This is an optimization exercise on Yosys and OpenROAD, whose aim is small area and a short achievable clock period, not a production implementation.
At most, simulation tests tie the RTL to the original design; equivalence was not proved.
The clock port is modelled as an ideal driver; clocking choices that lean on that would not hold on a real chip.
Power figures rest on the tool's default switching activity, not on a simulated workload.

== exp/juniper ==
// fp_mult
module fp_mult(
input logic [31:0]    dataA,
input logic [31:0]    dataB,
input logic clock,
output logic [31:0]   result
);
Size: ~1,700 cells after synthesis, ~200 flip-flops, roughly 97 I/O pins.
clock: 9.0 ns
lec_check: 0
cap_margin: 50
core_margin: 2
core_utilization: 40
setup_slack_margin: 5
slew_margin: 60
synth_hierarchical: 1
standard.sh (not shown) runs the stock make flow with config.mk's settings and CLKGATE_MAP_FILE= SYNTH_SCRIPT=/design/flow/synth_recipe.tcl, a recipe that flattens the netlist after the stock synthesis.
==> flow/flow/run.sh <==
#!/bin/bash
set -o pipefail
export BUFFER_PORTS_ARGS="-buffer_cell sky130_fd_sc_hd__buf_2"
export PRE_CTS_TCL="$PWD/flow/skew.tcl"
export SKEW_CELL="sky130_fd_sc_hd__clkdlybuf4s25_1"
bash standard.sh > standard.log 2>&1
==> flow/flow/skew.tcl <==
set block [ord::get_db_block]
set db [ord::get_db]
set clk_net [$block findNet clock]
set dly_master [$db findMaster $::env(SKEW_CELL)]
set late_net [odb::dbNet_create $block clk_late]
$late_net setSigType CLOCK
set dly [odb::dbInst_create $block $dly_master clk_late_dly]
[$dly findITerm A] connect $clk_net
[$dly findITerm X] connect $late_net
set n 0
set sx 0
set sy 0
foreach inst [$block getInsts] {
  set nm [$inst getName]
  if {![regexp {^(r2_|cl\$|s2\$|nan2\$|inf2\$|zero2\$|er2\[|result\[)} $nm]} continue
  set it [$inst findITerm CLK]
  if {$it eq "NULL" || $it eq ""} continue
  $it disconnect
  $it connect $late_net
  set loc [$inst getLocation]
  incr sx [lindex $loc 0]
  incr sy [lindex $loc 1]
  incr n
}
puts "skew: $n registers moved to clk_late"
$dly setLocation [expr {$sx / $n}] [expr {$sy / $n}]
$dly setPlacementStatus PLACED
### exp/juniper -> exp/xenon
Settings: HOLD_SLACK_MARGIN now 0.1, previously not set; CORE_UTILIZATION now 60, was 40.
==> flow/flow/run.sh <==
#!/bin/bash
set -o pipefail
export BUFFER_PORTS_ARGS="-buffer_cell sky130_fd_sc_hd__buf_2"
export POST_CTS_TCL="$PWD/flow/skew.tcl"
export SKEW_CELL="${SKEW_CELL:-sky130_fd_sc_hd__clkdlybuf4s25_1}"
export SKEW_BUF="${SKEW_BUF:-sky130_fd_sc_hd__clkbuf_8}"
bash standard.sh > standard.log 2>&1
==> flow/flow/skew.tcl <==
set block [ord::get_db_block]
set db [ord::get_db]
set dly_master [$db findMaster $::env(SKEW_CELL)]
set buf_master [$db findMaster $::env(SKEW_BUF)]
set late {^(r2_|cl\$|s2\$|nan2\$|inf2\$|zero2\$|er2\\?\[|result\\?\[)}
set groups [dict create]
foreach inst [$block getInsts] {
  if {![regexp $late [$inst getName]]} continue
  set it [$inst findITerm CLK]
  if {$it eq "NULL" || $it eq ""} continue
  set net [$it getNet]
  dict lappend groups [$net getName] $it
}
set k 0
set moved 0
dict for {netname iterms} $groups {
  set net [$block findNet $netname]
  set mid_net [odb::dbNet_create $block "clk_late_mid_$k"]
  $mid_net setSigType CLOCK
  set late_net [odb::dbNet_create $block "clk_late_$k"]
  $late_net setSigType CLOCK
  set dly [odb::dbInst_create $block $dly_master "clk_late_dly_$k"]
  [$dly findITerm A] connect $net
  [$dly findITerm X] connect $mid_net
  set buf [odb::dbInst_create $block $buf_master "clk_late_buf_$k"]
  [$buf findITerm A] connect $mid_net
  [$buf findITerm X] connect $late_net
  set sx 0; set sy 0
  foreach it $iterms {
    $it disconnect
    $it connect $late_net
    set loc [[$it getInst] getLocation]
    set sx [expr {$sx + [lindex $loc 0]}]
    set sy [expr {$sy + [lindex $loc 1]}]
  }
  set n [llength $iterms]
  incr moved $n
  $dly setLocation [expr {$sx / $n}] [expr {$sy / $n}]
  $dly setPlacementStatus PLACED
  $buf setLocation [expr {$sx / $n}] [expr {$sy / $n}]
  $buf setPlacementStatus PLACED
  incr k
}
puts "skew: $moved registers on $k leaf nets moved behind $::env(SKEW_CELL) and $::env(SKEW_BUF)"
detailed_placement
check_placement -verbose
estimate_parasitics -placement
report_clock_skew
Findings:
Going from exp/juniper to exp/xenon, filler-free cell count of the finished design shrinks by 195. Comparing exp/xenon and exp/juniper, floorplan row count is lower on exp/xenon. exp/xenon against exp/juniper: met1 layer usage reported by global route increased 16 points; relative area change from synthesis to final layout down 1.7 points; via count was more or less identical. Global-route usage in exp/xenon vs exp/juniper: up 11 points. exp/xenon: power density over cell area lower than exp/juniper. Re core area: exp/xenon is 0.015 mm^2 down on exp/juniper. Compared with exp/juniper, exp/xenon shows a clock network fraction of total power that is 1.1 points lower. Tightest slew margin relative to the limit: exp/xenon < exp/juniper.

========
Another version of the RTL of fp_mult (not shown whole).
Size in the first run: about 1600 cells after synthesis, about 0.018 sq mm of cells after synthesis.
export LEC_CHECK = 0
export CAP_MARGIN = 50
export CORE_MARGIN = 2
export CORE_UTILIZATION = 40
export SETUP_SLACK_MARGIN = 5
export SLEW_MARGIN = 60
export SYNTH_HIERARCHICAL = 1
export BUFFER_PORTS_ARGS = -buffer_cell sky130_fd_sc_hd__buf_2
create_clock -name core_clock -period 9.0 [get_ports {clock}]
==> flow/flow/run.sh <==
#!/bin/bash
set -o pipefail
export BUFFER_PORTS_ARGS="-buffer_cell sky130_fd_sc_hd__buf_2"
echo "export BUFFER_PORTS_ARGS = -buffer_cell sky130_fd_sc_hd__buf_2" >> config.mk
bash standard.sh > standard.log 2>&1
The first run completed without violations.
Edit:
==> flow/flow/run.sh (replaced) <==
#!/bin/bash
set -o pipefail
export BUFFER_PORTS_ARGS="-buffer_cell sky130_fd_sc_hd__buf_2"
export PRE_CTS_TCL="$PWD/flow/skew.tcl"
export SKEW_CELL="sky130_fd_sc_hd__clkdlybuf4s25_1"
bash standard.sh > standard.log 2>&1
==> flow/flow/skew.tcl (new file) <==
set block [ord::get_db_block]
set db [ord::get_db]
set clk_net [$block findNet clock]
set dly_master [$db findMaster $::env(SKEW_CELL)]
set late_net [odb::dbNet_create $block clk_late]
$late_net setSigType CLOCK
set dly [odb::dbInst_create $block $dly_master clk_late_dly]
[$dly findITerm A] connect $clk_net
[$dly findITerm X] connect $late_net
set n 0
set sx 0
set sy 0
foreach inst [$block getInsts] {
  set nm [$inst getName]
  if {![regexp {^(r2_|cl\$|s2\$|nan2\$|inf2\$|zero2\$|er2\[|result\[)} $nm]} continue
  set it [$inst findITerm CLK]
  if {$it eq "NULL" || $it eq ""} continue
  $it disconnect
  $it connect $late_net
  set loc [$inst getLocation]
  incr sx [lindex $loc 0]
  incr sy [lindex $loc 1]
  incr n
}
puts "skew: $n registers moved to clk_late"
$dly setLocation [expr {$sx / $n}] [expr {$sy / $n}]
$dly setPlacementStatus PLACED
BUFFER_PORTS_ARGS = unset   (was -buffer_cell sky130_fd_sc_hd__buf_2)
Effect: Design area goes up by 2.2%. Register-to-register slack improves by 100 ps. Setup slack improves by 100 ps. Via count goes up by 0.42%. Utilization goes up by 0.97 points.
Edit:
==> flow/flow/run.sh (replaced) <==
#!/bin/bash
set -o pipefail
export BUFFER_PORTS_ARGS="-buffer_cell sky130_fd_sc_hd__buf_2"
echo "export BUFFER_PORTS_ARGS = -buffer_cell sky130_fd_sc_hd__buf_2" >> config.mk
bash standard.sh > standard.log 2>&1
BUFFER_PORTS_ARGS = -buffer_cell sky130_fd_sc_hd__buf_2   (was unset)
CAP_MARGIN = 40   (was 50)
SLEW_MARGIN = 40   (was 60)
removed: flow/flow/skew.tcl
Effect:
- The changed run finished with timing, DRC and antenna clean
- power fell by 5.8%
- global-route usage falls by 0.36 points
- cell count drops by about 1.1%
- hold slack gets better by 130 ps
- first-iteration DRC count falls by 7.1%
- clock skew goes down by 110 ps
- via count drops by about 0.34%
- maximum frequency goes down by 5.7%
- register-to-register slack loses 210 ps
- final area went down by about 2.2%

========
Another version of the RTL of fp_mult (not shown whole).
Size: roughly 260 flip-flops, roughly 97 I/O pins, ~19,000 um^2 of cells after synthesis.
==> flow/design.v (excerpt) <==
module fp_mult(
input logic [31:0]    dataA,
input logic [31:0]    dataB,
input logic clock,
output logic [31:0]   result
);
logic a_ff, b_ff, a_zero, b_zero, a_small, b_small, a_mz, b_mz;
assign a_ff = &dataA[30:23];
assign b_ff = &dataB[30:23];
assign a_mz = ~|dataA[22:0];
assign b_mz = ~|dataB[22:0];
assign a_zero = a_mz & ~|dataA[31:23];
assign b_zero = b_mz & ~|dataB[31:23];
assign a_small = ~&dataA[30:24] | ~|dataA[23:0];
assign b_small = ~&dataB[30:24] | ~|dataB[23:0];
logic sp_any, sp_inf;
assign sp_any = a_ff | b_ff;
assign sp_inf = (a_ff & a_mz & ~b_zero & b_small) | (b_ff & b_mz & ~a_zero & a_small);
logic [7:0] ea1, eb1;
logic [8:0] ex, er;
wire g1248;
wire g1249;
wire g1250;
wire g1251;
wire g1252;
wire g1253;
wire g1254;
wire g1255;
wire p1256;
wire p1257;
wire p1258;
wire p1259;
wire p1260;
wire p1261;
wire p1262;
wire p1263;
wire g1264;
wire gg1265;
wire gg1266;
wire pp1267;
wire gg1268;
wire pp1269;
wire gg1270;
wire pp1271;
wire gg1272;
wire gg1273;
wire gg1274;
wire pp1275;
wire gg1276;
wire pp1277;
wire gg1278;
wire gg1279;
wire gg1280;
wire gg1281;
wire sum1282;
wire sum1283;
wire sum1284;
wire sum1285;
wire sum1286;
wire sum1287;
wire sum1288;
wire sum1289;
wire sum1290;
assign g1248 = (ea1[0] & eb1[0]);
assign g1249 = (ea1[1] & eb1[1]);
assign g1250 = (ea1[2] & eb1[2]);
assign g1251 = (ea1[3] & eb1[3]);
assign g1252 = (ea1[4] & eb1[4]);
assign g1253 = (ea1[5] & eb1[5]);
assign g1254 = (ea1[6] & eb1[6]);
assign g1255 = (ea1[7] & eb1[7]);
assign p1256 = (ea1[0] ^ eb1[0]);
assign p1257 = (ea1[1] ^ eb1[1]);
assign p1258 = (ea1[2] ^ eb1[2]);
assign p1259 = (ea1[3] ^ eb1[3]);
assign p1260 = (ea1[4] ^ eb1[4]);
assign p1261 = (ea1[5] ^ eb1[5]);
assign p1262 = (ea1[6] ^ eb1[6]);
assign p1263 = (ea1[7] ^ eb1[7]);
assign g1264 = (g1248 | p1256);
assign gg1265 = (g1249 | (p1257 & g1264));
assign gg1266 = (g1251 | (p1259 & g1250));
assign pp1267 = (p1259 & p1258);
  ...
==> flow/config.mk <==
export PLATFORM = sky130hd
export DESIGN_NAME = fp_mult
export DESIGN_NICKNAME = fp_mult
export VERILOG_FILES = /design/flow/design.v
export SDC_FILE = /design/flow/constraint.sdc
export NUM_CORES = 4
export LEC_CHECK = 0
export CAP_MARGIN = 20
export CORE_MARGIN = 2
export CORE_UTILIZATION = 40
export SLEW_MARGIN = 20
export SYNTH_HIERARCHICAL = 1
==> flow/constraint.sdc <==
create_clock -name core_clock -period 9.0 [get_ports {clock}]
set_input_delay 1.8000 -clock core_clock [delete_from_list [all_inputs] [get_ports {clock}]]
set_output_delay 1.8000 -clock core_clock [all_outputs]
set_load 0.01 [all_outputs]
run.sh (not shown) runs the stock make flow with config.mk's settings and CLKGATE_MAP_FILE= SYNTH_SCRIPT=/design/flow/synth_recipe.tcl, a recipe that flattens the netlist after the stock synthesis.
Stock flow here: none of the scripts above is used.
Next try:
Settings changed: SETUP_SLACK_MARGIN set to 5.
=> The changed run completed with no timing, DRC or antenna violations. Wire length stays flat. Synthesized cell count is unchanged. Critical path depth does not change. Design area hardly moves. Power barely changes. Non-clock buffer count rose by 1. Clock power stays flat. Hold slack hardly moves. Global-route usage barely changes. Sequential power hardly moves. Setup slack improves by 0.34 ns.
No run of this note included a check of the RTL's function; only the layout flow was run.

[static timing again, ports no longer ideal]
Ports are ideal in the flow. The routed layouts listed here were re-timed in OpenROAD.
Step 1: set_driving_cell puts a clkbuf_16 on clock and a buf_2 on each other input, an assumption about the parent block.
Step 2, shift: input delay + t, output delay - t, t = (earliest + latest rising clock arrival at the registers) / 2. This alone moves slack from input paths to output paths.
Three values: no drivers, after step 1, after step 2; two values: the first two.
run | shift t [ns] | setup WS [ns] | clock arrival spread, ns | worst slew at a driven data input, ns
exp/juniper | 0.952 | 5.389 / 5.389 / 5.389 | 0.128 / 0.128 | 0.04
exp/xenon | 0.705 | 5.605 / 5.605 / 5.605 | 0.450 / 0.450 | 0.03
the first run of note 2 | 0.531 | 5.343 / 5.343 / 5.343 | 0.019 / 0.018 | 0.04
the second run of note 2 | 0.932 | 5.443 / 5.443 / 5.443 | 0.128 / 0.128 | 0.04
the third run of note 2 | 0.536 | 5.229 / 5.229 / 5.229 | 0.018 / 0.018 | 0.04
the first run of note 3 | 0.623 | 4.808 / 4.808 / 4.577 | 0.031 / 0.031 | 0.06
the second run of note 3 | 0.621 | 5.153 / 5.153 / 4.574 | 0.029 / 0.029 | 0.06
In exp/xenon the clock reaches the registers at very different times; t lies between them, and the last value is a rough guide only. The setup slack of the second run of note 3, which loses most, moves by 0.000 ns with the drivers and by -0.579 ns with both steps.
